This design comes from an exercise in tuning for small area, a short achievable clock period and few clock cycles on the open sky130 flow, not from production work. No run shown here included a check of the RTL's function; only the layout flow was run.

==> flow/design.v <==
module CONVCOR(
    clk,
    rst_n,
    in_valid,
    in_a,
    in_b,
    in_mode,
    out_valid,
    out
);
input              clk;
input              rst_n;
input              in_valid;
input      [15:0]  in_a;
input      [15:0]  in_b;
input              in_mode;
output reg         out_valid;
output reg [35:0]  out;
reg [15:0] a0, a1, a2, b0, b1, b2;
reg [1:0]  icnt;      
reg        mode;      
reg        run;       
reg [4:0]  step;      
wire [3:0] p = step[4:1];
wire       h = step[0];
reg [1:0] ia, ib;
reg       pfirst, plast, tdone;
always @(*) begin
    ia = 2'd0; ib = 2'd0; pfirst = 1'b0; plast = 1'b0; tdone = 1'b0;
    if (mode) begin
        case (p)
            4'd0: begin ia = 2'd0; ib = 2'd0; pfirst = 1'b1; end
            4'd1: begin ia = 2'd1; ib = 2'd1; end
            default: begin ia = 2'd2; ib = 2'd2; plast = 1'b1; tdone = 1'b1; end
        endcase
    end else begin
        case (p)
            4'd0: begin ia = 2'd0; ib = 2'd0; pfirst = 1'b1; plast = 1'b1; end
            4'd1: begin ia = 2'd0; ib = 2'd1; pfirst = 1'b1; end
            4'd2: begin ia = 2'd1; ib = 2'd0; plast = 1'b1; end
            4'd3: begin ia = 2'd0; ib = 2'd2; pfirst = 1'b1; end
            4'd4: begin ia = 2'd1; ib = 2'd1; end
            4'd5: begin ia = 2'd2; ib = 2'd0; plast = 1'b1; end
            4'd6: begin ia = 2'd1; ib = 2'd2; pfirst = 1'b1; end
            4'd7: begin ia = 2'd2; ib = 2'd1; plast = 1'b1; end
            default: begin ia = 2'd2; ib = 2'd2; pfirst = 1'b1; plast = 1'b1; tdone = 1'b1; end
        endcase
    end
end
wire [15:0] sa = (ia == 2'd0) ? a0 : (ia == 2'd1) ? a1 : a2;
wire [15:0] sb = (ib == 2'd0) ? b0 : (ib == 2'd1) ? b1 : b2;
wire signed [7:0] ar = sa[15:8];
wire signed [7:0] ai = sa[7:0];
wire signed [4:0] brs = h ? {sb[15], sb[15:12]} : {1'b0, sb[11:8]};
wire signed [4:0] bin = h ? {sb[7],  sb[7:4]}   : {1'b0, sb[3:0]};
wire signed [4:0] bis = mode ? -bin : bin;
wire signed [13:0] tre = ar * brs - ai * bis;
wire signed [13:0] tim = ar * bis + ai * brs;
wire signed [17:0] tre_s = h ? {tre, 4'b0} : {{4{tre[13]}}, tre};
wire signed [17:0] tim_s = h ? {tim, 4'b0} : {{4{tim[13]}}, tim};
wire clr = pfirst & ~h;
wire signed [17:0] acc_re = clr ? 18'sd0 : out[35:18];
wire signed [17:0] acc_im = clr ? 18'sd0 : out[17:0];
always @(posedge clk) begin
    if (!rst_n) begin
        icnt <= 2'd0;
        run <= 1'b0;
        out_valid <= 1'b0;
    end else begin
        out_valid <= run & h & plast;
        if (in_valid) begin
            icnt <= (icnt == 2'd2) ? 2'd0 : icnt + 2'd1;
            if (icnt == 2'd0) begin
                run <= 1'b1;
                step <= 5'd0;
            end
        end
        if (run) begin
            step <= step + 5'd1;
            if (h & tdone) run <= 1'b0;
        end
    end
end
always @(posedge clk) begin
    if (in_valid) begin
        case (icnt)
            2'd0: begin a0 <= in_a; b0 <= in_b; mode <= in_mode; end
            2'd1: begin a1 <= in_a; b1 <= in_b; end
            default: begin a2 <= in_a; b2 <= in_b; end
        endcase
    end
    if (run) begin
        out[35:18] <= acc_re + tre_s;
        out[17:0]  <= acc_im + tim_s;
    end
end
endmodule
==> flow/run.sh <==
#!/bin/bash
# synth_recipe.tcl (not shown) runs the flow's synth.tcl, then flattens the netlist and writes it again
# the make line also repeats each setting of config.mk as NAME=value (left out here)
make -C /OpenROAD-flow-scripts/flow DESIGN_CONFIG=/design/flow/config.mk WORK_HOME=/design/flow/orfs CLKGATE_MAP_FILE= SYNTH_SCRIPT=/design/flow/synth_recipe.tcl finish
==> flow/config.mk <==
export PLATFORM = sky130hd
export DESIGN_NAME = CONVCOR
export DESIGN_NICKNAME = CONVCOR
export VERILOG_FILES = /design/flow/design.v
export SDC_FILE = /design/flow/constraint.sdc
export NUM_CORES = 4
export LEC_CHECK = 0
export CAP_MARGIN = 20
export CORE_MARGIN = 2
export CORE_UTILIZATION = 35
export PLACE_DENSITY = 0.55
export SLEW_MARGIN = 20
==> flow/constraint.sdc <==
create_clock -name core_clock -period 10.0 [get_ports {clk}]
set_input_delay 2.0000 -clock core_clock [delete_from_list [all_inputs] [get_ports {clk}]]
set_output_delay 2.0000 -clock core_clock [all_outputs]
set_load 0.01 [all_outputs]
==> results.yml, run 1 <==
synth:
  synthAdderAreaFrac_pct: 31.9
  synthXorXnorAreaFrac_pct: 4.30
  synthTopCellsByArea: "edfxtp_1, fa_1, ha_1"
  synth_mux_area_share_pct: 4.21
  yosys.area_share.simple_pct: 12.9
layout:
  fillCellCount: 3903
  utilization_pct: 40.7
  mostFrequentLayoutCells: "inv_1, fa_1, edfxtp_1, nor2_1, ha_1"
  multi_input_area_mm2: 0.00879
sta:
  rsz0062_at_grt: "false"
outcome:
  status: "timing/DRC/antenna clean"
worst_setup_path:
  cpLargestDelayFamily: "adder cells"
  crit_type: "register to register"
  crit_cells: 36
  rrSetupSlack_ns: 0.70
  reg2reg_to: "out[35]"
  required_ns: 10.22
  startpoint: "mode"
floorplanning:
  initial_utilization_pct: 35.5
  ios: 73
  die_x_um: 205
clock_network:
  cts_made_buffers: 17
placed_design:
  hpwlAfterDp_um: 24900
global_route:
  antenna_found_initial: 0
drt:
  routed_via_density: 4.80
==> run 2, diff against run 1 <==
==> flow/design.v (replaced) <==
module CONVCOR(
    clk,
    rst_n,
    in_valid,
    in_a,
    in_b,
    in_mode,
    out_valid,
    out
);
input              clk;
input              rst_n;
input              in_valid;
input      [15:0]  in_a;
input      [15:0]  in_b;
input              in_mode;
output reg         out_valid;
output reg [35:0]  out;
reg [15:0] a0, a1, a2, b0, b1, b2;
reg [1:0]  icnt;     
reg        mode;     
reg        busy;     
reg [3:0]  st;       
wire [3:0] cs = busy ? st : 4'd0;
wire       md = busy ? mode : in_mode;
reg  [1:0] ia, ib;
reg        sclr, svld, slast;
always @(*) begin
    ia = 2'd0; ib = 2'd0; sclr = 1'b0; svld = 1'b0; slast = 1'b0;
    if (md) begin
        case (cs)
            4'd0: begin ia = 2'd0; ib = 2'd0; sclr = 1'b1; end
            4'd1: begin ia = 2'd1; ib = 2'd1; end
            default: begin ia = 2'd2; ib = 2'd2; svld = 1'b1; slast = 1'b1; end
        endcase
    end else begin
        case (cs)
            4'd0: begin ia = 2'd0; ib = 2'd0; sclr = 1'b1; svld = 1'b1; end
            4'd1: begin ia = 2'd0; ib = 2'd1; sclr = 1'b1; end
            4'd2: begin ia = 2'd1; ib = 2'd0; svld = 1'b1; end
            4'd3: begin ia = 2'd0; ib = 2'd2; sclr = 1'b1; end
            4'd4: begin ia = 2'd1; ib = 2'd1; end
            4'd5: begin ia = 2'd2; ib = 2'd0; svld = 1'b1; end
            4'd6: begin ia = 2'd1; ib = 2'd2; sclr = 1'b1; end
            4'd7: begin ia = 2'd2; ib = 2'd1; svld = 1'b1; end
            default: begin ia = 2'd2; ib = 2'd2; sclr = 1'b1; svld = 1'b1; slast = 1'b1; end
        endcase
    end
end
wire pa = !busy | mode;
wire pb = !busy | mode | (st == 4'd1);
wire [15:0] sa = pa ? in_a : (ia == 2'd0) ? a0 : (ia == 2'd1) ? a1 : a2;
wire [15:0] sb = pb ? in_b : (ib == 2'd0) ? b0 : (ib == 2'd1) ? b1 : b2;
wire [8:0] ebr = {sb[15:8], 1'b0};
wire [8:0] ebi = {sb[7:0], 1'b0};
wire [3:0] br_n_d, br_o_d, br_t_d, bi_n_d, bi_o_d, bi_t_d;
genvar gk;
generate
    for (gk = 0; gk < 4; gk = gk + 1) begin : benc
        assign br_n_d[gk] = ebr[2*gk+2];
        assign br_o_d[gk] = ebr[2*gk+1] ^ ebr[2*gk];
        assign br_t_d[gk] = (ebr[2*gk+2] & ~ebr[2*gk+1] & ~ebr[2*gk]) | (~ebr[2*gk+2] & ebr[2*gk+1] & ebr[2*gk]);
        assign bi_n_d[gk] = ebi[2*gk+2] ^ md;
        assign bi_o_d[gk] = ebi[2*gk+1] ^ ebi[2*gk];
        assign bi_t_d[gk] = (ebi[2*gk+2] & ~ebi[2*gk+1] & ~ebi[2*gk]) | (~ebi[2*gk+2] & ebi[2*gk+1] & ebi[2*gk]);
    end
endgenerate
reg [7:0] xr, xi;
reg [3:0] br_n, br_o, br_t, bi_n, bi_o, bi_t;
reg       clr1, vld1;
always @(posedge clk) begin
    if (!rst_n) begin
        icnt <= 2'd0;
        busy <= 1'b0;
        vld1 <= 1'b0;
        out_valid <= 1'b0;
    end else begin
        if (in_valid)
            icnt <= (icnt == 2'd2) ? 2'd0 : icnt + 2'd1;
        if (busy | (in_valid & (icnt == 2'd0))) begin
            st <= cs + 4'd1;
            busy <= ~slast;
        end
        vld1 <= (busy | (in_valid & (icnt == 2'd0))) & svld;
        out_valid <= vld1;
    end
end
always @(posedge clk) begin
    if (in_valid) begin
        case (icnt)
            2'd0: begin a0 <= in_a; b0 <= in_b; mode <= in_mode; end
            2'd1: begin a1 <= in_a; b1 <= in_b; end
            default: begin a2 <= in_a; b2 <= in_b; end
        endcase
    end
    xr <= sa[15:8];
    xi <= sa[7:0];
    br_n <= br_n_d; br_o <= br_o_d; br_t <= br_t_d;
    bi_n <= bi_n_d; bi_o <= bi_o_d; bi_t <= bi_t_d;
    clr1 <= sclr;
end
wire [17:0] acc_re = clr1 ? 18'd0 : out[35:18];
wire [17:0] acc_im = clr1 ? 18'd0 : out[17:0];
wire [8:0] sum_re_xr_br_m0 = br_o[0] ? {xr[7], xr} : (br_t[0] ? {xr, 1'b0} : 9'd0);
wire sum_re_xr_br_g0 = br_n[0];
wire [8:0] sum_re_xr_br_r0 = sum_re_xr_br_m0 ^ {9{sum_re_xr_br_g0}};
wire [8:0] sum_re_xr_br_m1 = br_o[1] ? {xr[7], xr} : (br_t[1] ? {xr, 1'b0} : 9'd0);
wire sum_re_xr_br_g1 = br_n[1];
wire [8:0] sum_re_xr_br_r1 = sum_re_xr_br_m1 ^ {9{sum_re_xr_br_g1}};
wire [8:0] sum_re_xr_br_m2 = br_o[2] ? {xr[7], xr} : (br_t[2] ? {xr, 1'b0} : 9'd0);
wire sum_re_xr_br_g2 = br_n[2];
wire [8:0] sum_re_xr_br_r2 = sum_re_xr_br_m2 ^ {9{sum_re_xr_br_g2}};
wire [8:0] sum_re_xr_br_m3 = br_o[3] ? {xr[7], xr} : (br_t[3] ? {xr, 1'b0} : 9'd0);
wire sum_re_xr_br_g3 = br_n[3];
wire [8:0] sum_re_xr_br_r3 = sum_re_xr_br_m3 ^ {9{sum_re_xr_br_g3}};
wire [8:0] sum_re_xi_bi_m0 = bi_o[0] ? {xi[7], xi} : (bi_t[0] ? {xi, 1'b0} : 9'd0);
wire sum_re_xi_bi_g0 = ~bi_n[0];
wire [8:0] sum_re_xi_bi_r0 = sum_re_xi_bi_m0 ^ {9{sum_re_xi_bi_g0}};
wire [8:0] sum_re_xi_bi_m1 = bi_o[1] ? {xi[7], xi} : (bi_t[1] ? {xi, 1'b0} : 9'd0);
wire sum_re_xi_bi_g1 = ~bi_n[1];
wire [8:0] sum_re_xi_bi_r1 = sum_re_xi_bi_m1 ^ {9{sum_re_xi_bi_g1}};
wire [8:0] sum_re_xi_bi_m2 = bi_o[2] ? {xi[7], xi} : (bi_t[2] ? {xi, 1'b0} : 9'd0);
wire sum_re_xi_bi_g2 = ~bi_n[2];
wire [8:0] sum_re_xi_bi_r2 = sum_re_xi_bi_m2 ^ {9{sum_re_xi_bi_g2}};
wire [8:0] sum_re_xi_bi_m3 = bi_o[3] ? {xi[7], xi} : (bi_t[3] ? {xi, 1'b0} : 9'd0);
wire sum_re_xi_bi_g3 = ~bi_n[3];
wire [8:0] sum_re_xi_bi_r3 = sum_re_xi_bi_m3 ^ {9{sum_re_xi_bi_g3}};
wire sum_re_w1 = sum_re_xr_br_r0[6] ^ sum_re_xr_br_r1[4] ^ sum_re_xr_br_r2[2];
wire sum_re_w2 = (sum_re_xr_br_r0[6] & sum_re_xr_br_r1[4]) | (sum_re_xr_br_r0[6] & sum_re_xr_br_r2[2]) | (sum_re_xr_br_r1[4] & sum_re_xr_br_r2[2]);
wire sum_re_w3 = sum_re_xr_br_r0[7] ^ sum_re_xr_br_r1[5];
wire sum_re_w4 = sum_re_xr_br_r0[7] & sum_re_xr_br_r1[5];
wire sum_re_w5 = ~sum_re_xr_br_r0[8] ^ sum_re_xr_br_r1[6];
wire sum_re_w6 = ~sum_re_xr_br_r0[8] & sum_re_xr_br_r1[6];
wire sum_re_w7 = sum_re_xr_br_r0[2] ^ sum_re_xr_br_r1[0];
wire sum_re_w8 = sum_re_xr_br_r0[2] & sum_re_xr_br_r1[0];
wire sum_re_w9 = sum_re_xr_br_r0[4] ^ sum_re_xr_br_r1[2] ^ sum_re_xr_br_r2[0];
wire sum_re_w10 = (sum_re_xr_br_r0[4] & sum_re_xr_br_r1[2]) | (sum_re_xr_br_r0[4] & sum_re_xr_br_r2[0]) | (sum_re_xr_br_r1[2] & sum_re_xr_br_r2[0]);
wire sum_re_w11 = sum_re_xr_br_g2 ^ sum_re_xi_bi_r0[4];
wire sum_re_w12 = sum_re_xr_br_g2 & sum_re_xi_bi_r0[4];
wire sum_re_w13 = sum_re_xr_br_r0[5] ^ sum_re_xr_br_r1[3] ^ sum_re_xr_br_r2[1];
wire sum_re_w14 = (sum_re_xr_br_r0[5] & sum_re_xr_br_r1[3]) | (sum_re_xr_br_r0[5] & sum_re_xr_br_r2[1]) | (sum_re_xr_br_r1[3] & sum_re_xr_br_r2[1]);
wire sum_re_w15 = sum_re_xi_bi_r0[5] ^ sum_re_xi_bi_r1[3];
wire sum_re_w16 = sum_re_xi_bi_r0[5] & sum_re_xi_bi_r1[3];
wire sum_re_w17 = sum_re_w1 ^ sum_re_xr_br_r3[0] ^ sum_re_xr_br_g3;
wire sum_re_w18 = (sum_re_w1 & sum_re_xr_br_r3[0]) | (sum_re_w1 & sum_re_xr_br_g3) | (sum_re_xr_br_r3[0] & sum_re_xr_br_g3);
wire sum_re_w19 = sum_re_xi_bi_r0[6] ^ sum_re_xi_bi_r1[4] ^ sum_re_xi_bi_r2[2];
wire sum_re_w20 = (sum_re_xi_bi_r0[6] & sum_re_xi_bi_r1[4]) | (sum_re_xi_bi_r0[6] & sum_re_xi_bi_r2[2]) | (sum_re_xi_bi_r1[4] & sum_re_xi_bi_r2[2]);
wire sum_re_w21 = sum_re_xi_bi_r3[0] ^ sum_re_xi_bi_g3;
wire sum_re_w22 = sum_re_xi_bi_r3[0] & sum_re_xi_bi_g3;
wire sum_re_w23 = sum_re_w2 ^ sum_re_w3 ^ sum_re_xr_br_r2[3];
wire sum_re_w24 = (sum_re_w2 & sum_re_w3) | (sum_re_w2 & sum_re_xr_br_r2[3]) | (sum_re_w3 & sum_re_xr_br_r2[3]);
wire sum_re_w25 = sum_re_xr_br_r3[1] ^ sum_re_xi_bi_r0[7] ^ sum_re_xi_bi_r1[5];
wire sum_re_w26 = (sum_re_xr_br_r3[1] & sum_re_xi_bi_r0[7]) | (sum_re_xr_br_r3[1] & sum_re_xi_bi_r1[5]) | (sum_re_xi_bi_r0[7] & sum_re_xi_bi_r1[5]);
wire sum_re_w27 = sum_re_xi_bi_r2[3] ^ sum_re_xi_bi_r3[1] ^ acc_re[7];
wire sum_re_w28 = (sum_re_xi_bi_r2[3] & sum_re_xi_bi_r3[1]) | (sum_re_xi_bi_r2[3] & acc_re[7]) | (sum_re_xi_bi_r3[1] & acc_re[7]);
wire sum_re_w29 = sum_re_w4 ^ sum_re_w5 ^ sum_re_xr_br_r2[4];
wire sum_re_w30 = (sum_re_w4 & sum_re_w5) | (sum_re_w4 & sum_re_xr_br_r2[4]) | (sum_re_w5 & sum_re_xr_br_r2[4]);
wire sum_re_w31 = sum_re_xr_br_r3[2] ^ ~sum_re_xi_bi_r0[8] ^ sum_re_xi_bi_r1[6];
wire sum_re_w32 = (sum_re_xr_br_r3[2] & ~sum_re_xi_bi_r0[8]) | (sum_re_xr_br_r3[2] & sum_re_xi_bi_r1[6]) | (~sum_re_xi_bi_r0[8] & sum_re_xi_bi_r1[6]);
wire sum_re_w33 = sum_re_xi_bi_r2[4] ^ sum_re_xi_bi_r3[2] ^ acc_re[8];
wire sum_re_w34 = (sum_re_xi_bi_r2[4] & sum_re_xi_bi_r3[2]) | (sum_re_xi_bi_r2[4] & acc_re[8]) | (sum_re_xi_bi_r3[2] & acc_re[8]);
wire sum_re_w35 = sum_re_w6 ^ sum_re_xr_br_r1[7] ^ sum_re_xr_br_r2[5];
wire sum_re_w36 = (sum_re_w6 & sum_re_xr_br_r1[7]) | (sum_re_w6 & sum_re_xr_br_r2[5]) | (sum_re_xr_br_r1[7] & sum_re_xr_br_r2[5]);
wire sum_re_w37 = sum_re_xr_br_r3[3] ^ sum_re_xi_bi_r1[7] ^ sum_re_xi_bi_r2[5];
wire sum_re_w38 = (sum_re_xr_br_r3[3] & sum_re_xi_bi_r1[7]) | (sum_re_xr_br_r3[3] & sum_re_xi_bi_r2[5]) | (sum_re_xi_bi_r1[7] & sum_re_xi_bi_r2[5]);
wire sum_re_w39 = sum_re_xi_bi_r3[3] ^ acc_re[9] ^ 1'b1;
wire sum_re_w40 = (sum_re_xi_bi_r3[3] & acc_re[9]) | (sum_re_xi_bi_r3[3] & 1'b1) | (acc_re[9] & 1'b1);
wire sum_re_w41 = ~sum_re_xr_br_r1[8] ^ sum_re_xr_br_r2[6] ^ sum_re_xr_br_r3[4];
wire sum_re_w42 = (~sum_re_xr_br_r1[8] & sum_re_xr_br_r2[6]) | (~sum_re_xr_br_r1[8] & sum_re_xr_br_r3[4]) | (sum_re_xr_br_r2[6] & sum_re_xr_br_r3[4]);
wire sum_re_w43 = ~sum_re_xi_bi_r1[8] ^ sum_re_xi_bi_r2[6] ^ sum_re_xi_bi_r3[4];
wire sum_re_w44 = (~sum_re_xi_bi_r1[8] & sum_re_xi_bi_r2[6]) | (~sum_re_xi_bi_r1[8] & sum_re_xi_bi_r3[4]) | (sum_re_xi_bi_r2[6] & sum_re_xi_bi_r3[4]);
wire sum_re_w45 = acc_re[10] ^ 1'b1;
wire sum_re_w46 = acc_re[10] & 1'b1;
wire sum_re_w47 = sum_re_xr_br_r2[7] ^ sum_re_xr_br_r3[5] ^ sum_re_xi_bi_r2[7];
wire sum_re_w48 = (sum_re_xr_br_r2[7] & sum_re_xr_br_r3[5]) | (sum_re_xr_br_r2[7] & sum_re_xi_bi_r2[7]) | (sum_re_xr_br_r3[5] & sum_re_xi_bi_r2[7]);
wire sum_re_w49 = ~sum_re_xr_br_r2[8] ^ sum_re_xr_br_r3[6];
wire sum_re_w50 = ~sum_re_xr_br_r2[8] & sum_re_xr_br_r3[6];
wire sum_re_w51 = sum_re_xr_br_r0[0] ^ sum_re_xr_br_g0;
wire sum_re_w52 = sum_re_xr_br_r0[0] & sum_re_xr_br_g0;
wire sum_re_w53 = sum_re_w7 ^ sum_re_xr_br_g1 ^ sum_re_xi_bi_r0[2];
wire sum_re_w54 = (sum_re_w7 & sum_re_xr_br_g1) | (sum_re_w7 & sum_re_xi_bi_r0[2]) | (sum_re_xr_br_g1 & sum_re_xi_bi_r0[2]);
wire sum_re_w55 = sum_re_w8 ^ sum_re_xr_br_r0[3] ^ sum_re_xr_br_r1[1];
wire sum_re_w56 = (sum_re_w8 & sum_re_xr_br_r0[3]) | (sum_re_w8 & sum_re_xr_br_r1[1]) | (sum_re_xr_br_r0[3] & sum_re_xr_br_r1[1]);
wire sum_re_w57 = sum_re_xi_bi_r0[3] ^ sum_re_xi_bi_r1[1];
wire sum_re_w58 = sum_re_xi_bi_r0[3] & sum_re_xi_bi_r1[1];
wire sum_re_w59 = sum_re_w9 ^ sum_re_w11 ^ sum_re_xi_bi_r1[2];
wire sum_re_w60 = (sum_re_w9 & sum_re_w11) | (sum_re_w9 & sum_re_xi_bi_r1[2]) | (sum_re_w11 & sum_re_xi_bi_r1[2]);
wire sum_re_w61 = sum_re_xi_bi_r2[0] ^ sum_re_xi_bi_g2 ^ acc_re[4];
wire sum_re_w62 = (sum_re_xi_bi_r2[0] & sum_re_xi_bi_g2) | (sum_re_xi_bi_r2[0] & acc_re[4]) | (sum_re_xi_bi_g2 & acc_re[4]);
wire sum_re_w63 = sum_re_w10 ^ sum_re_w12 ^ sum_re_w13;
wire sum_re_w64 = (sum_re_w10 & sum_re_w12) | (sum_re_w10 & sum_re_w13) | (sum_re_w12 & sum_re_w13);
wire sum_re_w65 = sum_re_w15 ^ sum_re_xi_bi_r2[1] ^ acc_re[5];
wire sum_re_w66 = (sum_re_w15 & sum_re_xi_bi_r2[1]) | (sum_re_w15 & acc_re[5]) | (sum_re_xi_bi_r2[1] & acc_re[5]);
wire sum_re_w67 = sum_re_w14 ^ sum_re_w16 ^ sum_re_w17;
wire sum_re_w68 = (sum_re_w14 & sum_re_w16) | (sum_re_w14 & sum_re_w17) | (sum_re_w16 & sum_re_w17);
wire sum_re_w69 = sum_re_w19 ^ sum_re_w21 ^ acc_re[6];
wire sum_re_w70 = (sum_re_w19 & sum_re_w21) | (sum_re_w19 & acc_re[6]) | (sum_re_w21 & acc_re[6]);
wire sum_re_w71 = sum_re_w18 ^ sum_re_w20 ^ sum_re_w22;
wire sum_re_w72 = (sum_re_w18 & sum_re_w20) | (sum_re_w18 & sum_re_w22) | (sum_re_w20 & sum_re_w22);
wire sum_re_w73 = sum_re_w23 ^ sum_re_w25 ^ sum_re_w27;
wire sum_re_w74 = (sum_re_w23 & sum_re_w25) | (sum_re_w23 & sum_re_w27) | (sum_re_w25 & sum_re_w27);
wire sum_re_w75 = sum_re_w24 ^ sum_re_w26 ^ sum_re_w28;
wire sum_re_w76 = (sum_re_w24 & sum_re_w26) | (sum_re_w24 & sum_re_w28) | (sum_re_w26 & sum_re_w28);
wire sum_re_w77 = sum_re_w29 ^ sum_re_w31 ^ sum_re_w33;
wire sum_re_w78 = (sum_re_w29 & sum_re_w31) | (sum_re_w29 & sum_re_w33) | (sum_re_w31 & sum_re_w33);
wire sum_re_w79 = sum_re_w30 ^ sum_re_w32 ^ sum_re_w34;
wire sum_re_w80 = (sum_re_w30 & sum_re_w32) | (sum_re_w30 & sum_re_w34) | (sum_re_w32 & sum_re_w34);
wire sum_re_w81 = sum_re_w35 ^ sum_re_w37 ^ sum_re_w39;
wire sum_re_w82 = (sum_re_w35 & sum_re_w37) | (sum_re_w35 & sum_re_w39) | (sum_re_w37 & sum_re_w39);
wire sum_re_w83 = sum_re_w36 ^ sum_re_w38 ^ sum_re_w40;
wire sum_re_w84 = (sum_re_w36 & sum_re_w38) | (sum_re_w36 & sum_re_w40) | (sum_re_w38 & sum_re_w40);
wire sum_re_w85 = sum_re_w41 ^ sum_re_w43 ^ sum_re_w45;
wire sum_re_w86 = (sum_re_w41 & sum_re_w43) | (sum_re_w41 & sum_re_w45) | (sum_re_w43 & sum_re_w45);
wire sum_re_w87 = sum_re_w42 ^ sum_re_w44 ^ sum_re_w46;
wire sum_re_w88 = (sum_re_w42 & sum_re_w44) | (sum_re_w42 & sum_re_w46) | (sum_re_w44 & sum_re_w46);
wire sum_re_w89 = sum_re_w47 ^ sum_re_xi_bi_r3[5] ^ acc_re[11];
wire sum_re_w90 = (sum_re_w47 & sum_re_xi_bi_r3[5]) | (sum_re_w47 & acc_re[11]) | (sum_re_xi_bi_r3[5] & acc_re[11]);
wire sum_re_w91 = sum_re_w48 ^ sum_re_w49 ^ ~sum_re_xi_bi_r2[8];
wire sum_re_w92 = (sum_re_w48 & sum_re_w49) | (sum_re_w48 & ~sum_re_xi_bi_r2[8]) | (sum_re_w49 & ~sum_re_xi_bi_r2[8]);
wire sum_re_w93 = sum_re_xi_bi_r3[6] ^ acc_re[12] ^ 1'b1;
wire sum_re_w94 = (sum_re_xi_bi_r3[6] & acc_re[12]) | (sum_re_xi_bi_r3[6] & 1'b1) | (acc_re[12] & 1'b1);
wire sum_re_w95 = sum_re_w50 ^ sum_re_xr_br_r3[7] ^ sum_re_xi_bi_r3[7];
wire sum_re_w96 = (sum_re_w50 & sum_re_xr_br_r3[7]) | (sum_re_w50 & sum_re_xi_bi_r3[7]) | (sum_re_xr_br_r3[7] & sum_re_xi_bi_r3[7]);
wire sum_re_w97 = ~sum_re_xr_br_r3[8] ^ ~sum_re_xi_bi_r3[8];
wire sum_re_w98 = ~sum_re_xr_br_r3[8] & ~sum_re_xi_bi_r3[8];
wire sum_re_w99 = sum_re_w51 ^ sum_re_xi_bi_r0[0];
wire sum_re_w100 = sum_re_w51 & sum_re_xi_bi_r0[0];
wire sum_re_w101 = sum_re_w52 ^ sum_re_xr_br_r0[1] ^ sum_re_xi_bi_r0[1];
wire sum_re_w102 = (sum_re_w52 & sum_re_xr_br_r0[1]) | (sum_re_w52 & sum_re_xi_bi_r0[1]) | (sum_re_xr_br_r0[1] & sum_re_xi_bi_r0[1]);
wire sum_re_w103 = sum_re_w53 ^ sum_re_xi_bi_r1[0] ^ sum_re_xi_bi_g1;
wire sum_re_w104 = (sum_re_w53 & sum_re_xi_bi_r1[0]) | (sum_re_w53 & sum_re_xi_bi_g1) | (sum_re_xi_bi_r1[0] & sum_re_xi_bi_g1);
wire sum_re_w105 = sum_re_w54 ^ sum_re_w55 ^ sum_re_w57;
wire sum_re_w106 = (sum_re_w54 & sum_re_w55) | (sum_re_w54 & sum_re_w57) | (sum_re_w55 & sum_re_w57);
wire sum_re_w107 = sum_re_w56 ^ sum_re_w58 ^ sum_re_w59;
wire sum_re_w108 = (sum_re_w56 & sum_re_w58) | (sum_re_w56 & sum_re_w59) | (sum_re_w58 & sum_re_w59);
wire sum_re_w109 = sum_re_w60 ^ sum_re_w62 ^ sum_re_w63;
wire sum_re_w110 = (sum_re_w60 & sum_re_w62) | (sum_re_w60 & sum_re_w63) | (sum_re_w62 & sum_re_w63);
wire sum_re_w111 = sum_re_w64 ^ sum_re_w66 ^ sum_re_w67;
wire sum_re_w112 = (sum_re_w64 & sum_re_w66) | (sum_re_w64 & sum_re_w67) | (sum_re_w66 & sum_re_w67);
wire sum_re_w113 = sum_re_w68 ^ sum_re_w70 ^ sum_re_w71;
wire sum_re_w114 = (sum_re_w68 & sum_re_w70) | (sum_re_w68 & sum_re_w71) | (sum_re_w70 & sum_re_w71);
wire sum_re_w115 = sum_re_w72 ^ sum_re_w74 ^ sum_re_w75;
wire sum_re_w116 = (sum_re_w72 & sum_re_w74) | (sum_re_w72 & sum_re_w75) | (sum_re_w74 & sum_re_w75);
wire sum_re_w117 = sum_re_w76 ^ sum_re_w78 ^ sum_re_w79;
wire sum_re_w118 = (sum_re_w76 & sum_re_w78) | (sum_re_w76 & sum_re_w79) | (sum_re_w78 & sum_re_w79);
wire sum_re_w119 = sum_re_w80 ^ sum_re_w82 ^ sum_re_w83;
wire sum_re_w120 = (sum_re_w80 & sum_re_w82) | (sum_re_w80 & sum_re_w83) | (sum_re_w82 & sum_re_w83);
wire sum_re_w121 = sum_re_w84 ^ sum_re_w86 ^ sum_re_w87;
wire sum_re_w122 = (sum_re_w84 & sum_re_w86) | (sum_re_w84 & sum_re_w87) | (sum_re_w86 & sum_re_w87);
wire sum_re_w123 = sum_re_w88 ^ sum_re_w90 ^ sum_re_w91;
wire sum_re_w124 = (sum_re_w88 & sum_re_w90) | (sum_re_w88 & sum_re_w91) | (sum_re_w90 & sum_re_w91);
wire sum_re_w125 = sum_re_w92 ^ sum_re_w94 ^ sum_re_w95;
wire sum_re_w126 = (sum_re_w92 & sum_re_w94) | (sum_re_w92 & sum_re_w95) | (sum_re_w94 & sum_re_w95);
wire sum_re_w127 = sum_re_w96 ^ sum_re_w97 ^ acc_re[14];
wire sum_re_w128 = (sum_re_w96 & sum_re_w97) | (sum_re_w96 & acc_re[14]) | (sum_re_w97 & acc_re[14]);
wire sum_re_w129 = sum_re_w99 ^ sum_re_xi_bi_g0;
wire sum_re_w130 = sum_re_w99 & sum_re_xi_bi_g0;
wire sum_re_w131 = sum_re_w100 ^ sum_re_w101 ^ acc_re[1];
wire sum_re_w132 = (sum_re_w100 & sum_re_w101) | (sum_re_w100 & acc_re[1]) | (sum_re_w101 & acc_re[1]);
wire sum_re_w133 = sum_re_w102 ^ sum_re_w103 ^ acc_re[2];
wire sum_re_w134 = (sum_re_w102 & sum_re_w103) | (sum_re_w102 & acc_re[2]) | (sum_re_w103 & acc_re[2]);
wire sum_re_w135 = sum_re_w104 ^ sum_re_w105 ^ acc_re[3];
wire sum_re_w136 = (sum_re_w104 & sum_re_w105) | (sum_re_w104 & acc_re[3]) | (sum_re_w105 & acc_re[3]);
wire sum_re_w137 = sum_re_w106 ^ sum_re_w107 ^ sum_re_w61;
wire sum_re_w138 = (sum_re_w106 & sum_re_w107) | (sum_re_w106 & sum_re_w61) | (sum_re_w107 & sum_re_w61);
wire sum_re_w139 = sum_re_w108 ^ sum_re_w109 ^ sum_re_w65;
wire sum_re_w140 = (sum_re_w108 & sum_re_w109) | (sum_re_w108 & sum_re_w65) | (sum_re_w109 & sum_re_w65);
wire sum_re_w141 = sum_re_w110 ^ sum_re_w111 ^ sum_re_w69;
wire sum_re_w142 = (sum_re_w110 & sum_re_w111) | (sum_re_w110 & sum_re_w69) | (sum_re_w111 & sum_re_w69);
wire sum_re_w143 = sum_re_w112 ^ sum_re_w113 ^ sum_re_w73;
wire sum_re_w144 = (sum_re_w112 & sum_re_w113) | (sum_re_w112 & sum_re_w73) | (sum_re_w113 & sum_re_w73);
wire sum_re_w145 = sum_re_w114 ^ sum_re_w115 ^ sum_re_w77;
wire sum_re_w146 = (sum_re_w114 & sum_re_w115) | (sum_re_w114 & sum_re_w77) | (sum_re_w115 & sum_re_w77);
wire sum_re_w147 = sum_re_w116 ^ sum_re_w117 ^ sum_re_w81;
wire sum_re_w148 = (sum_re_w116 & sum_re_w117) | (sum_re_w116 & sum_re_w81) | (sum_re_w117 & sum_re_w81);
wire sum_re_w149 = sum_re_w118 ^ sum_re_w119 ^ sum_re_w85;
wire sum_re_w150 = (sum_re_w118 & sum_re_w119) | (sum_re_w118 & sum_re_w85) | (sum_re_w119 & sum_re_w85);
wire sum_re_w151 = sum_re_w120 ^ sum_re_w121 ^ sum_re_w89;
wire sum_re_w152 = (sum_re_w120 & sum_re_w121) | (sum_re_w120 & sum_re_w89) | (sum_re_w121 & sum_re_w89);
wire sum_re_w153 = sum_re_w122 ^ sum_re_w123 ^ sum_re_w93;
wire sum_re_w154 = (sum_re_w122 & sum_re_w123) | (sum_re_w122 & sum_re_w93) | (sum_re_w123 & sum_re_w93);
wire sum_re_w155 = sum_re_w124 ^ sum_re_w125 ^ acc_re[13];
wire sum_re_w156 = (sum_re_w124 & sum_re_w125) | (sum_re_w124 & acc_re[13]) | (sum_re_w125 & acc_re[13]);
wire sum_re_w157 = sum_re_w126 ^ sum_re_w127 ^ 1'b1;
wire sum_re_w158 = (sum_re_w126 & sum_re_w127) | (sum_re_w126 & 1'b1) | (sum_re_w127 & 1'b1);
wire sum_re_w159 = sum_re_w128 ^ sum_re_w98 ^ acc_re[15];
wire sum_re_w160 = (sum_re_w128 & sum_re_w98) | (sum_re_w128 & acc_re[15]) | (sum_re_w98 & acc_re[15]);
wire sum_re_w161 = acc_re[16] ^ 1'b1;
wire sum_re_w162 = acc_re[16] & 1'b1;
wire sum_re_w163 = acc_re[17] ^ 1'b1;
wire sum_re_w164 = acc_re[17] & 1'b1;
wire [17:0] sum_re_s = {sum_re_w162, sum_re_w160, sum_re_w158, sum_re_w156, sum_re_w154, sum_re_w152, sum_re_w150, sum_re_w148, sum_re_w146, sum_re_w144, sum_re_w142, sum_re_w140, sum_re_w138, sum_re_w136, sum_re_w134, sum_re_w132, sum_re_w130, sum_re_w129};
wire [17:0] sum_re_c = {sum_re_w163, sum_re_w161, sum_re_w159, sum_re_w157, sum_re_w155, sum_re_w153, sum_re_w151, sum_re_w149, sum_re_w147, sum_re_w145, sum_re_w143, sum_re_w141, sum_re_w139, sum_re_w137, sum_re_w135, sum_re_w133, sum_re_w131, acc_re[0]};
wire [17:0] sum_re = sum_re_s + sum_re_c;
wire [8:0] sum_im_xr_bi_m0 = bi_o[0] ? {xr[7], xr} : (bi_t[0] ? {xr, 1'b0} : 9'd0);
wire sum_im_xr_bi_g0 = bi_n[0];
wire [8:0] sum_im_xr_bi_r0 = sum_im_xr_bi_m0 ^ {9{sum_im_xr_bi_g0}};
wire [8:0] sum_im_xr_bi_m1 = bi_o[1] ? {xr[7], xr} : (bi_t[1] ? {xr, 1'b0} : 9'd0);
wire sum_im_xr_bi_g1 = bi_n[1];
wire [8:0] sum_im_xr_bi_r1 = sum_im_xr_bi_m1 ^ {9{sum_im_xr_bi_g1}};
wire [8:0] sum_im_xr_bi_m2 = bi_o[2] ? {xr[7], xr} : (bi_t[2] ? {xr, 1'b0} : 9'd0);
wire sum_im_xr_bi_g2 = bi_n[2];
wire [8:0] sum_im_xr_bi_r2 = sum_im_xr_bi_m2 ^ {9{sum_im_xr_bi_g2}};
wire [8:0] sum_im_xr_bi_m3 = bi_o[3] ? {xr[7], xr} : (bi_t[3] ? {xr, 1'b0} : 9'd0);
wire sum_im_xr_bi_g3 = bi_n[3];
wire [8:0] sum_im_xr_bi_r3 = sum_im_xr_bi_m3 ^ {9{sum_im_xr_bi_g3}};
wire [8:0] sum_im_xi_br_m0 = br_o[0] ? {xi[7], xi} : (br_t[0] ? {xi, 1'b0} : 9'd0);
wire sum_im_xi_br_g0 = br_n[0];
wire [8:0] sum_im_xi_br_r0 = sum_im_xi_br_m0 ^ {9{sum_im_xi_br_g0}};
wire [8:0] sum_im_xi_br_m1 = br_o[1] ? {xi[7], xi} : (br_t[1] ? {xi, 1'b0} : 9'd0);
wire sum_im_xi_br_g1 = br_n[1];
wire [8:0] sum_im_xi_br_r1 = sum_im_xi_br_m1 ^ {9{sum_im_xi_br_g1}};
wire [8:0] sum_im_xi_br_m2 = br_o[2] ? {xi[7], xi} : (br_t[2] ? {xi, 1'b0} : 9'd0);
wire sum_im_xi_br_g2 = br_n[2];
wire [8:0] sum_im_xi_br_r2 = sum_im_xi_br_m2 ^ {9{sum_im_xi_br_g2}};
wire [8:0] sum_im_xi_br_m3 = br_o[3] ? {xi[7], xi} : (br_t[3] ? {xi, 1'b0} : 9'd0);
wire sum_im_xi_br_g3 = br_n[3];
wire [8:0] sum_im_xi_br_r3 = sum_im_xi_br_m3 ^ {9{sum_im_xi_br_g3}};
wire sum_im_w1 = sum_im_xr_bi_r0[6] ^ sum_im_xr_bi_r1[4] ^ sum_im_xr_bi_r2[2];
wire sum_im_w2 = (sum_im_xr_bi_r0[6] & sum_im_xr_bi_r1[4]) | (sum_im_xr_bi_r0[6] & sum_im_xr_bi_r2[2]) | (sum_im_xr_bi_r1[4] & sum_im_xr_bi_r2[2]);
wire sum_im_w3 = sum_im_xr_bi_r0[7] ^ sum_im_xr_bi_r1[5];
wire sum_im_w4 = sum_im_xr_bi_r0[7] & sum_im_xr_bi_r1[5];
wire sum_im_w5 = ~sum_im_xr_bi_r0[8] ^ sum_im_xr_bi_r1[6];
wire sum_im_w6 = ~sum_im_xr_bi_r0[8] & sum_im_xr_bi_r1[6];
wire sum_im_w7 = sum_im_xr_bi_r0[2] ^ sum_im_xr_bi_r1[0];
wire sum_im_w8 = sum_im_xr_bi_r0[2] & sum_im_xr_bi_r1[0];
wire sum_im_w9 = sum_im_xr_bi_r0[4] ^ sum_im_xr_bi_r1[2] ^ sum_im_xr_bi_r2[0];
wire sum_im_w10 = (sum_im_xr_bi_r0[4] & sum_im_xr_bi_r1[2]) | (sum_im_xr_bi_r0[4] & sum_im_xr_bi_r2[0]) | (sum_im_xr_bi_r1[2] & sum_im_xr_bi_r2[0]);
wire sum_im_w11 = sum_im_xr_bi_g2 ^ sum_im_xi_br_r0[4];
wire sum_im_w12 = sum_im_xr_bi_g2 & sum_im_xi_br_r0[4];
wire sum_im_w13 = sum_im_xr_bi_r0[5] ^ sum_im_xr_bi_r1[3] ^ sum_im_xr_bi_r2[1];
wire sum_im_w14 = (sum_im_xr_bi_r0[5] & sum_im_xr_bi_r1[3]) | (sum_im_xr_bi_r0[5] & sum_im_xr_bi_r2[1]) | (sum_im_xr_bi_r1[3] & sum_im_xr_bi_r2[1]);
wire sum_im_w15 = sum_im_xi_br_r0[5] ^ sum_im_xi_br_r1[3];
wire sum_im_w16 = sum_im_xi_br_r0[5] & sum_im_xi_br_r1[3];
wire sum_im_w17 = sum_im_w1 ^ sum_im_xr_bi_r3[0] ^ sum_im_xr_bi_g3;
wire sum_im_w18 = (sum_im_w1 & sum_im_xr_bi_r3[0]) | (sum_im_w1 & sum_im_xr_bi_g3) | (sum_im_xr_bi_r3[0] & sum_im_xr_bi_g3);
wire sum_im_w19 = sum_im_xi_br_r0[6] ^ sum_im_xi_br_r1[4] ^ sum_im_xi_br_r2[2];
wire sum_im_w20 = (sum_im_xi_br_r0[6] & sum_im_xi_br_r1[4]) | (sum_im_xi_br_r0[6] & sum_im_xi_br_r2[2]) | (sum_im_xi_br_r1[4] & sum_im_xi_br_r2[2]);
wire sum_im_w21 = sum_im_xi_br_r3[0] ^ sum_im_xi_br_g3;
wire sum_im_w22 = sum_im_xi_br_r3[0] & sum_im_xi_br_g3;
wire sum_im_w23 = sum_im_w2 ^ sum_im_w3 ^ sum_im_xr_bi_r2[3];
wire sum_im_w24 = (sum_im_w2 & sum_im_w3) | (sum_im_w2 & sum_im_xr_bi_r2[3]) | (sum_im_w3 & sum_im_xr_bi_r2[3]);
wire sum_im_w25 = sum_im_xr_bi_r3[1] ^ sum_im_xi_br_r0[7] ^ sum_im_xi_br_r1[5];
wire sum_im_w26 = (sum_im_xr_bi_r3[1] & sum_im_xi_br_r0[7]) | (sum_im_xr_bi_r3[1] & sum_im_xi_br_r1[5]) | (sum_im_xi_br_r0[7] & sum_im_xi_br_r1[5]);
wire sum_im_w27 = sum_im_xi_br_r2[3] ^ sum_im_xi_br_r3[1] ^ acc_im[7];
wire sum_im_w28 = (sum_im_xi_br_r2[3] & sum_im_xi_br_r3[1]) | (sum_im_xi_br_r2[3] & acc_im[7]) | (sum_im_xi_br_r3[1] & acc_im[7]);
wire sum_im_w29 = sum_im_w4 ^ sum_im_w5 ^ sum_im_xr_bi_r2[4];
wire sum_im_w30 = (sum_im_w4 & sum_im_w5) | (sum_im_w4 & sum_im_xr_bi_r2[4]) | (sum_im_w5 & sum_im_xr_bi_r2[4]);
wire sum_im_w31 = sum_im_xr_bi_r3[2] ^ ~sum_im_xi_br_r0[8] ^ sum_im_xi_br_r1[6];
wire sum_im_w32 = (sum_im_xr_bi_r3[2] & ~sum_im_xi_br_r0[8]) | (sum_im_xr_bi_r3[2] & sum_im_xi_br_r1[6]) | (~sum_im_xi_br_r0[8] & sum_im_xi_br_r1[6]);
wire sum_im_w33 = sum_im_xi_br_r2[4] ^ sum_im_xi_br_r3[2] ^ acc_im[8];
wire sum_im_w34 = (sum_im_xi_br_r2[4] & sum_im_xi_br_r3[2]) | (sum_im_xi_br_r2[4] & acc_im[8]) | (sum_im_xi_br_r3[2] & acc_im[8]);
wire sum_im_w35 = sum_im_w6 ^ sum_im_xr_bi_r1[7] ^ sum_im_xr_bi_r2[5];
wire sum_im_w36 = (sum_im_w6 & sum_im_xr_bi_r1[7]) | (sum_im_w6 & sum_im_xr_bi_r2[5]) | (sum_im_xr_bi_r1[7] & sum_im_xr_bi_r2[5]);
wire sum_im_w37 = sum_im_xr_bi_r3[3] ^ sum_im_xi_br_r1[7] ^ sum_im_xi_br_r2[5];
wire sum_im_w38 = (sum_im_xr_bi_r3[3] & sum_im_xi_br_r1[7]) | (sum_im_xr_bi_r3[3] & sum_im_xi_br_r2[5]) | (sum_im_xi_br_r1[7] & sum_im_xi_br_r2[5]);
wire sum_im_w39 = sum_im_xi_br_r3[3] ^ acc_im[9] ^ 1'b1;
wire sum_im_w40 = (sum_im_xi_br_r3[3] & acc_im[9]) | (sum_im_xi_br_r3[3] & 1'b1) | (acc_im[9] & 1'b1);
wire sum_im_w41 = ~sum_im_xr_bi_r1[8] ^ sum_im_xr_bi_r2[6] ^ sum_im_xr_bi_r3[4];
wire sum_im_w42 = (~sum_im_xr_bi_r1[8] & sum_im_xr_bi_r2[6]) | (~sum_im_xr_bi_r1[8] & sum_im_xr_bi_r3[4]) | (sum_im_xr_bi_r2[6] & sum_im_xr_bi_r3[4]);
wire sum_im_w43 = ~sum_im_xi_br_r1[8] ^ sum_im_xi_br_r2[6] ^ sum_im_xi_br_r3[4];
wire sum_im_w44 = (~sum_im_xi_br_r1[8] & sum_im_xi_br_r2[6]) | (~sum_im_xi_br_r1[8] & sum_im_xi_br_r3[4]) | (sum_im_xi_br_r2[6] & sum_im_xi_br_r3[4]);
wire sum_im_w45 = acc_im[10] ^ 1'b1;
wire sum_im_w46 = acc_im[10] & 1'b1;
wire sum_im_w47 = sum_im_xr_bi_r2[7] ^ sum_im_xr_bi_r3[5] ^ sum_im_xi_br_r2[7];
wire sum_im_w48 = (sum_im_xr_bi_r2[7] & sum_im_xr_bi_r3[5]) | (sum_im_xr_bi_r2[7] & sum_im_xi_br_r2[7]) | (sum_im_xr_bi_r3[5] & sum_im_xi_br_r2[7]);
wire sum_im_w49 = ~sum_im_xr_bi_r2[8] ^ sum_im_xr_bi_r3[6];
wire sum_im_w50 = ~sum_im_xr_bi_r2[8] & sum_im_xr_bi_r3[6];
wire sum_im_w51 = sum_im_xr_bi_r0[0] ^ sum_im_xr_bi_g0;
wire sum_im_w52 = sum_im_xr_bi_r0[0] & sum_im_xr_bi_g0;
wire sum_im_w53 = sum_im_w7 ^ sum_im_xr_bi_g1 ^ sum_im_xi_br_r0[2];
wire sum_im_w54 = (sum_im_w7 & sum_im_xr_bi_g1) | (sum_im_w7 & sum_im_xi_br_r0[2]) | (sum_im_xr_bi_g1 & sum_im_xi_br_r0[2]);
wire sum_im_w55 = sum_im_w8 ^ sum_im_xr_bi_r0[3] ^ sum_im_xr_bi_r1[1];
wire sum_im_w56 = (sum_im_w8 & sum_im_xr_bi_r0[3]) | (sum_im_w8 & sum_im_xr_bi_r1[1]) | (sum_im_xr_bi_r0[3] & sum_im_xr_bi_r1[1]);
wire sum_im_w57 = sum_im_xi_br_r0[3] ^ sum_im_xi_br_r1[1];
wire sum_im_w58 = sum_im_xi_br_r0[3] & sum_im_xi_br_r1[1];
wire sum_im_w59 = sum_im_w9 ^ sum_im_w11 ^ sum_im_xi_br_r1[2];
wire sum_im_w60 = (sum_im_w9 & sum_im_w11) | (sum_im_w9 & sum_im_xi_br_r1[2]) | (sum_im_w11 & sum_im_xi_br_r1[2]);
wire sum_im_w61 = sum_im_xi_br_r2[0] ^ sum_im_xi_br_g2 ^ acc_im[4];
wire sum_im_w62 = (sum_im_xi_br_r2[0] & sum_im_xi_br_g2) | (sum_im_xi_br_r2[0] & acc_im[4]) | (sum_im_xi_br_g2 & acc_im[4]);
wire sum_im_w63 = sum_im_w10 ^ sum_im_w12 ^ sum_im_w13;
wire sum_im_w64 = (sum_im_w10 & sum_im_w12) | (sum_im_w10 & sum_im_w13) | (sum_im_w12 & sum_im_w13);
wire sum_im_w65 = sum_im_w15 ^ sum_im_xi_br_r2[1] ^ acc_im[5];
wire sum_im_w66 = (sum_im_w15 & sum_im_xi_br_r2[1]) | (sum_im_w15 & acc_im[5]) | (sum_im_xi_br_r2[1] & acc_im[5]);
wire sum_im_w67 = sum_im_w14 ^ sum_im_w16 ^ sum_im_w17;
wire sum_im_w68 = (sum_im_w14 & sum_im_w16) | (sum_im_w14 & sum_im_w17) | (sum_im_w16 & sum_im_w17);
wire sum_im_w69 = sum_im_w19 ^ sum_im_w21 ^ acc_im[6];
wire sum_im_w70 = (sum_im_w19 & sum_im_w21) | (sum_im_w19 & acc_im[6]) | (sum_im_w21 & acc_im[6]);
wire sum_im_w71 = sum_im_w18 ^ sum_im_w20 ^ sum_im_w22;
wire sum_im_w72 = (sum_im_w18 & sum_im_w20) | (sum_im_w18 & sum_im_w22) | (sum_im_w20 & sum_im_w22);
wire sum_im_w73 = sum_im_w23 ^ sum_im_w25 ^ sum_im_w27;
wire sum_im_w74 = (sum_im_w23 & sum_im_w25) | (sum_im_w23 & sum_im_w27) | (sum_im_w25 & sum_im_w27);
wire sum_im_w75 = sum_im_w24 ^ sum_im_w26 ^ sum_im_w28;
wire sum_im_w76 = (sum_im_w24 & sum_im_w26) | (sum_im_w24 & sum_im_w28) | (sum_im_w26 & sum_im_w28);
wire sum_im_w77 = sum_im_w29 ^ sum_im_w31 ^ sum_im_w33;
wire sum_im_w78 = (sum_im_w29 & sum_im_w31) | (sum_im_w29 & sum_im_w33) | (sum_im_w31 & sum_im_w33);
wire sum_im_w79 = sum_im_w30 ^ sum_im_w32 ^ sum_im_w34;
wire sum_im_w80 = (sum_im_w30 & sum_im_w32) | (sum_im_w30 & sum_im_w34) | (sum_im_w32 & sum_im_w34);
wire sum_im_w81 = sum_im_w35 ^ sum_im_w37 ^ sum_im_w39;
wire sum_im_w82 = (sum_im_w35 & sum_im_w37) | (sum_im_w35 & sum_im_w39) | (sum_im_w37 & sum_im_w39);
wire sum_im_w83 = sum_im_w36 ^ sum_im_w38 ^ sum_im_w40;
wire sum_im_w84 = (sum_im_w36 & sum_im_w38) | (sum_im_w36 & sum_im_w40) | (sum_im_w38 & sum_im_w40);
wire sum_im_w85 = sum_im_w41 ^ sum_im_w43 ^ sum_im_w45;
wire sum_im_w86 = (sum_im_w41 & sum_im_w43) | (sum_im_w41 & sum_im_w45) | (sum_im_w43 & sum_im_w45);
wire sum_im_w87 = sum_im_w42 ^ sum_im_w44 ^ sum_im_w46;
wire sum_im_w88 = (sum_im_w42 & sum_im_w44) | (sum_im_w42 & sum_im_w46) | (sum_im_w44 & sum_im_w46);
wire sum_im_w89 = sum_im_w47 ^ sum_im_xi_br_r3[5] ^ acc_im[11];
wire sum_im_w90 = (sum_im_w47 & sum_im_xi_br_r3[5]) | (sum_im_w47 & acc_im[11]) | (sum_im_xi_br_r3[5] & acc_im[11]);
wire sum_im_w91 = sum_im_w48 ^ sum_im_w49 ^ ~sum_im_xi_br_r2[8];
wire sum_im_w92 = (sum_im_w48 & sum_im_w49) | (sum_im_w48 & ~sum_im_xi_br_r2[8]) | (sum_im_w49 & ~sum_im_xi_br_r2[8]);
wire sum_im_w93 = sum_im_xi_br_r3[6] ^ acc_im[12] ^ 1'b1;
wire sum_im_w94 = (sum_im_xi_br_r3[6] & acc_im[12]) | (sum_im_xi_br_r3[6] & 1'b1) | (acc_im[12] & 1'b1);
wire sum_im_w95 = sum_im_w50 ^ sum_im_xr_bi_r3[7] ^ sum_im_xi_br_r3[7];
wire sum_im_w96 = (sum_im_w50 & sum_im_xr_bi_r3[7]) | (sum_im_w50 & sum_im_xi_br_r3[7]) | (sum_im_xr_bi_r3[7] & sum_im_xi_br_r3[7]);
wire sum_im_w97 = ~sum_im_xr_bi_r3[8] ^ ~sum_im_xi_br_r3[8];
wire sum_im_w98 = ~sum_im_xr_bi_r3[8] & ~sum_im_xi_br_r3[8];
wire sum_im_w99 = sum_im_w51 ^ sum_im_xi_br_r0[0];
wire sum_im_w100 = sum_im_w51 & sum_im_xi_br_r0[0];
wire sum_im_w101 = sum_im_w52 ^ sum_im_xr_bi_r0[1] ^ sum_im_xi_br_r0[1];
wire sum_im_w102 = (sum_im_w52 & sum_im_xr_bi_r0[1]) | (sum_im_w52 & sum_im_xi_br_r0[1]) | (sum_im_xr_bi_r0[1] & sum_im_xi_br_r0[1]);
wire sum_im_w103 = sum_im_w53 ^ sum_im_xi_br_r1[0] ^ sum_im_xi_br_g1;
wire sum_im_w104 = (sum_im_w53 & sum_im_xi_br_r1[0]) | (sum_im_w53 & sum_im_xi_br_g1) | (sum_im_xi_br_r1[0] & sum_im_xi_br_g1);
wire sum_im_w105 = sum_im_w54 ^ sum_im_w55 ^ sum_im_w57;
wire sum_im_w106 = (sum_im_w54 & sum_im_w55) | (sum_im_w54 & sum_im_w57) | (sum_im_w55 & sum_im_w57);
wire sum_im_w107 = sum_im_w56 ^ sum_im_w58 ^ sum_im_w59;
wire sum_im_w108 = (sum_im_w56 & sum_im_w58) | (sum_im_w56 & sum_im_w59) | (sum_im_w58 & sum_im_w59);
wire sum_im_w109 = sum_im_w60 ^ sum_im_w62 ^ sum_im_w63;
wire sum_im_w110 = (sum_im_w60 & sum_im_w62) | (sum_im_w60 & sum_im_w63) | (sum_im_w62 & sum_im_w63);
wire sum_im_w111 = sum_im_w64 ^ sum_im_w66 ^ sum_im_w67;
wire sum_im_w112 = (sum_im_w64 & sum_im_w66) | (sum_im_w64 & sum_im_w67) | (sum_im_w66 & sum_im_w67);
wire sum_im_w113 = sum_im_w68 ^ sum_im_w70 ^ sum_im_w71;
wire sum_im_w114 = (sum_im_w68 & sum_im_w70) | (sum_im_w68 & sum_im_w71) | (sum_im_w70 & sum_im_w71);
wire sum_im_w115 = sum_im_w72 ^ sum_im_w74 ^ sum_im_w75;
wire sum_im_w116 = (sum_im_w72 & sum_im_w74) | (sum_im_w72 & sum_im_w75) | (sum_im_w74 & sum_im_w75);
wire sum_im_w117 = sum_im_w76 ^ sum_im_w78 ^ sum_im_w79;
wire sum_im_w118 = (sum_im_w76 & sum_im_w78) | (sum_im_w76 & sum_im_w79) | (sum_im_w78 & sum_im_w79);
wire sum_im_w119 = sum_im_w80 ^ sum_im_w82 ^ sum_im_w83;
wire sum_im_w120 = (sum_im_w80 & sum_im_w82) | (sum_im_w80 & sum_im_w83) | (sum_im_w82 & sum_im_w83);
wire sum_im_w121 = sum_im_w84 ^ sum_im_w86 ^ sum_im_w87;
wire sum_im_w122 = (sum_im_w84 & sum_im_w86) | (sum_im_w84 & sum_im_w87) | (sum_im_w86 & sum_im_w87);
wire sum_im_w123 = sum_im_w88 ^ sum_im_w90 ^ sum_im_w91;
wire sum_im_w124 = (sum_im_w88 & sum_im_w90) | (sum_im_w88 & sum_im_w91) | (sum_im_w90 & sum_im_w91);
wire sum_im_w125 = sum_im_w92 ^ sum_im_w94 ^ sum_im_w95;
wire sum_im_w126 = (sum_im_w92 & sum_im_w94) | (sum_im_w92 & sum_im_w95) | (sum_im_w94 & sum_im_w95);
wire sum_im_w127 = sum_im_w96 ^ sum_im_w97 ^ acc_im[14];
wire sum_im_w128 = (sum_im_w96 & sum_im_w97) | (sum_im_w96 & acc_im[14]) | (sum_im_w97 & acc_im[14]);
wire sum_im_w129 = sum_im_w99 ^ sum_im_xi_br_g0;
wire sum_im_w130 = sum_im_w99 & sum_im_xi_br_g0;
wire sum_im_w131 = sum_im_w100 ^ sum_im_w101 ^ acc_im[1];
wire sum_im_w132 = (sum_im_w100 & sum_im_w101) | (sum_im_w100 & acc_im[1]) | (sum_im_w101 & acc_im[1]);
wire sum_im_w133 = sum_im_w102 ^ sum_im_w103 ^ acc_im[2];
wire sum_im_w134 = (sum_im_w102 & sum_im_w103) | (sum_im_w102 & acc_im[2]) | (sum_im_w103 & acc_im[2]);
wire sum_im_w135 = sum_im_w104 ^ sum_im_w105 ^ acc_im[3];
wire sum_im_w136 = (sum_im_w104 & sum_im_w105) | (sum_im_w104 & acc_im[3]) | (sum_im_w105 & acc_im[3]);
wire sum_im_w137 = sum_im_w106 ^ sum_im_w107 ^ sum_im_w61;
wire sum_im_w138 = (sum_im_w106 & sum_im_w107) | (sum_im_w106 & sum_im_w61) | (sum_im_w107 & sum_im_w61);
wire sum_im_w139 = sum_im_w108 ^ sum_im_w109 ^ sum_im_w65;
wire sum_im_w140 = (sum_im_w108 & sum_im_w109) | (sum_im_w108 & sum_im_w65) | (sum_im_w109 & sum_im_w65);
wire sum_im_w141 = sum_im_w110 ^ sum_im_w111 ^ sum_im_w69;
wire sum_im_w142 = (sum_im_w110 & sum_im_w111) | (sum_im_w110 & sum_im_w69) | (sum_im_w111 & sum_im_w69);
wire sum_im_w143 = sum_im_w112 ^ sum_im_w113 ^ sum_im_w73;
wire sum_im_w144 = (sum_im_w112 & sum_im_w113) | (sum_im_w112 & sum_im_w73) | (sum_im_w113 & sum_im_w73);
wire sum_im_w145 = sum_im_w114 ^ sum_im_w115 ^ sum_im_w77;
wire sum_im_w146 = (sum_im_w114 & sum_im_w115) | (sum_im_w114 & sum_im_w77) | (sum_im_w115 & sum_im_w77);
wire sum_im_w147 = sum_im_w116 ^ sum_im_w117 ^ sum_im_w81;
wire sum_im_w148 = (sum_im_w116 & sum_im_w117) | (sum_im_w116 & sum_im_w81) | (sum_im_w117 & sum_im_w81);
wire sum_im_w149 = sum_im_w118 ^ sum_im_w119 ^ sum_im_w85;
wire sum_im_w150 = (sum_im_w118 & sum_im_w119) | (sum_im_w118 & sum_im_w85) | (sum_im_w119 & sum_im_w85);
wire sum_im_w151 = sum_im_w120 ^ sum_im_w121 ^ sum_im_w89;
wire sum_im_w152 = (sum_im_w120 & sum_im_w121) | (sum_im_w120 & sum_im_w89) | (sum_im_w121 & sum_im_w89);
wire sum_im_w153 = sum_im_w122 ^ sum_im_w123 ^ sum_im_w93;
wire sum_im_w154 = (sum_im_w122 & sum_im_w123) | (sum_im_w122 & sum_im_w93) | (sum_im_w123 & sum_im_w93);
wire sum_im_w155 = sum_im_w124 ^ sum_im_w125 ^ acc_im[13];
wire sum_im_w156 = (sum_im_w124 & sum_im_w125) | (sum_im_w124 & acc_im[13]) | (sum_im_w125 & acc_im[13]);
wire sum_im_w157 = sum_im_w126 ^ sum_im_w127 ^ 1'b1;
wire sum_im_w158 = (sum_im_w126 & sum_im_w127) | (sum_im_w126 & 1'b1) | (sum_im_w127 & 1'b1);
wire sum_im_w159 = sum_im_w128 ^ sum_im_w98 ^ acc_im[15];
wire sum_im_w160 = (sum_im_w128 & sum_im_w98) | (sum_im_w128 & acc_im[15]) | (sum_im_w98 & acc_im[15]);
wire sum_im_w161 = acc_im[16] ^ 1'b1;
wire sum_im_w162 = acc_im[16] & 1'b1;
wire sum_im_w163 = acc_im[17] ^ 1'b1;
wire sum_im_w164 = acc_im[17] & 1'b1;
wire [17:0] sum_im_s = {sum_im_w162, sum_im_w160, sum_im_w158, sum_im_w156, sum_im_w154, sum_im_w152, sum_im_w150, sum_im_w148, sum_im_w146, sum_im_w144, sum_im_w142, sum_im_w140, sum_im_w138, sum_im_w136, sum_im_w134, sum_im_w132, sum_im_w130, sum_im_w129};
wire [17:0] sum_im_c = {sum_im_w163, sum_im_w161, sum_im_w159, sum_im_w157, sum_im_w155, sum_im_w153, sum_im_w151, sum_im_w149, sum_im_w147, sum_im_w145, sum_im_w143, sum_im_w141, sum_im_w139, sum_im_w137, sum_im_w135, sum_im_w133, sum_im_w131, acc_im[0]};
wire [17:0] sum_im = sum_im_s + sum_im_c;
always @(posedge clk) begin
    out <= {sum_re, sum_im};
end
endmodule
==> run 2 against run 1 <==
Net effect: first-iteration DRC count is 53% higher; utilization is 1.3 points lower; setup slack better by 3.4 ns; critical path depth is 17 lower; still clean on timing, DRC and antenna; hold slack worse by 0.19 ns.
==> results.yml, run 2 <==
hold_path:
  hold_class: "register to register"
  whs_path_depth: 1
layout:
  utilization_pct: 39.4
  multi_input_area_mm2: 0.00885
  diodes: 0
  nets: 1733
  largest_register: "out"
  fillCellCount: 4123
  largest_reg_flops: 36
  layout-drive-gt1-share_pct: 5.54
  seq_area_mm2: 0.00467
  final_common_cell: "inv_1"
  mostFrequentLayoutCells: "inv_1, nand2_1, xnor2_1, fa_1, edfxtp_1"
  syn_to_final_growth_pct: 11.8
synth:
  synth_top_cells_by_count: "inv_1, nand2_1, xnor2_1, fa_1, edfxtp_1"
  synth-async-reset-ratio_pct: 0
  synthesis.nets: 1717
  synthTopCellsByArea: "edfxtp_1, fa_1, dfxtp_1"
  synth-edff-count: 101
  netlist_instances: 1488
  synth_top_area_cell: "edfxtp_1"
  synthFlopType: "edfxtp_1"
  synth_most_common_cell: "inv_1"
  yosysSeqAreaShare_pct: 31.8
  mappedNetlistArea_mm2: 0.0147
  synth_top_area_share_pct: 20.7
  synth_warnings: 1
  avgSynthCellArea_um2: 9.87
  synthDistinctLibCells: 68
  synth_seq_cells: 183
floorplanning:
  dieHeight_um: 209
  dieArea_mm2: 0.0436
  core_area_mm2: 0.0417
  initial_utilization_pct: 35.2
  ios: 73
  die_x_um: 209
  rows: 75
clock_network:
  cts_tree: "built"
  cts_made_buffers: 17
  post_cts_resized: 0
  worstSkewPairLatency_ns: 0.45
  ctsHoldBuffers: 0
  path_clk_slew_ns: 0.08
  root_buffer: "clkbuf_16"
  cts.sinks: 183
  htree_num_levels: 4
  cts_setup_buffers: 0
  cts_buffer_depth: 2
worst_setup_path:
  worstPathCellList: "nor2b_1, a22oi_1, xnor2_1, fa_1, fa_1, inv_1, fa_1, inv_1, fa_1, inv_1, fa_1, inv_1, ha_1, and4_1, a21o_1, a2111oi_0, a311oi_1, o41ai_1, xnor2_1"
  cp_max_fo: 29
  crit_path_top_delay_cell: "dfxtp_1"
  crit_top_cell: "fa_1"
  reg2reg_from: "bi_o[2]"
  startpoint_type: "register"
  endpoint_kind: "register"
  r2r_cells: 19
  arrival_ns: 6.25
  reg2reg_to: "out[15]"
  worstSetupEndpoint: "out[15]"
  startpoint: "bi_o[2]"
  required_ns: 10.38
  rrSetupSlack_ns: 4.13
  crit_type: "register to register"
  cp_slowest_stage_delay_ns: 0.86
global_route:
  grt.total_usage_pct: 17.2
  grt_pass1_wl_um: 58600
  antenna_found_initial: 1
  grt_max_degree: 37
  grt_pass1_vias: 10300
  overflow: 0
sta:
  finalCriticalPeriod_ns: 5.87
  drv_slew: 0
  fin_tns_setup_ns: 0
  fmax_mhz: 170
  timing.final.crit_share_pct: 58.7
  skew_ns: 0.0127
  rsz0062_at_grt: "false"
  whs_ns: 0.445
  worst_pin_slew_ns: 1.12
  setup_viol: 0
  hold_viol_final: 0
  slew_headroom_pct: 24.9
drt:
  firstDrtPassIters: 6
  routed_via_density: 4.95
  drc_errors: 0
  drt-total-wl_um: 36400
  detail-route-antenna-nets: 0
  route.detailed.wl_per_inst_um: 17.7
  vias: 10200
  drt_iter0_markers: 815
placed_design:
  numPortBuffers: 72
  gp_congestion: 0.851
  hpwlAfterDp_um: 26700
outcome:
  status: "timing/DRC/antenna clean"
run:
  drv_cap: 0
run 2: changes by cell type after synthesis, moves of 37 or more:
cell / before / now
ha_1: 116 / 69
dfxtp_1: 10 / 82
edfxtp_1: 138 / 101
a22oi_1: 1 / 61
nor2_1: 131 / 40
nand2_1: 103 / 165
xnor2_1: 52 / 141
o21ai_0: 38 / 87
clkbuf_1: 19 / 77
run 2: logic make-up (layout without fill, tap and decap cells):
group	after synthesis	count (layout)	synth area share, %
simple gates	298	298	9.32
flops	183	183	31.8
buf+inv	296	325	7.98
xor+xnor	188	188	11.2
compound gates	281	281	13.3
mux	49	49	3.53
fa+ha+maj	193	193	22.8
run 2: worst min-delay path by stage:
stage                 to  startpoint  slack, ns
2_1_floorplan  out_valid        vld1       0.41
3_3_place_gp   out_valid        vld1       0.44
6_report       out_valid        vld1       0.44
3_5_place_dp   out_valid        vld1       0.44
5_1_grt        out_valid        vld1       0.47
4_1_cts        out_valid        vld1       0.45
run 2: through the flow:
step                      instance area (um^2)  std cells  worst slack, ns
final                                    16400       2056             4.13
after global routing                     16400       2056             3.73
after detailed placement                 15800       2024             4.28
after global placement                   15800       2024             4.39
after floorplan                          14700       1488             4.45
after CTS                                16400       2056             4.24
run 2: layout make-up:
class | instances | area share [%]
clock buffers | 17 | 2.59
clock inverters | 15 | 1.06
inverters | 205 | 4.69
multi-input cells | 1009 | 53.9
flip-flops and latches | 183 | 28.5
well taps | 539 | 4.11
repair buffers | 88 | 5.12
run 2: worst max-delay path: cells and delay by family (launching register included):
| kind | cells | cell delay, ns |
|---|---|---|
| AND/OR/NAND/NOR | 2 | 0.46 |
| flip-flops | 1 | 0.86 |
| adder cells (fa/ha/maj) | 6 | 2.44 |
| AO/OA/AOI/OAI | 5 | 1.45 |
| XOR/XNOR | 2 | 0.28 |
| buffers and inverters | 4 | 0.29 |
run 2: routing by layer:
layer | GRT usage, % | part of all wire [%]
met3 | 2.87 | 4.7
met1 | 23.8 | 46
met5 | 0 | 0
met4 | 3.99 | 1.6
met2 | 28.3 | 47

==> separate check: timing with driven ports <==
No port has a modelled driver above. Below, the same layouts with a new extraction and two added sets of constraints. Step 1: set_driving_cell puts a clkbuf_16 on clk and a buf_2 on each other input, an assumption about the parent block. Step 2, shift: input delay + t, output delay - t, t = (earliest + latest rising clock arrival at the registers) / 2. This alone moves slack from input paths to output paths. Three values: no drivers, after step 1, after step 2; two values: the first two.
run	t (ns)	setup WS [ns]	worst register clock-pin slew, ns
run 1	0.508	0.699 / 0.699 / 0.699	0.07 / 0.07
run 2	0.496	4.128 / 4.128 / 4.128	0.09 / 0.09
After both steps every run listed still meets setup and hold.
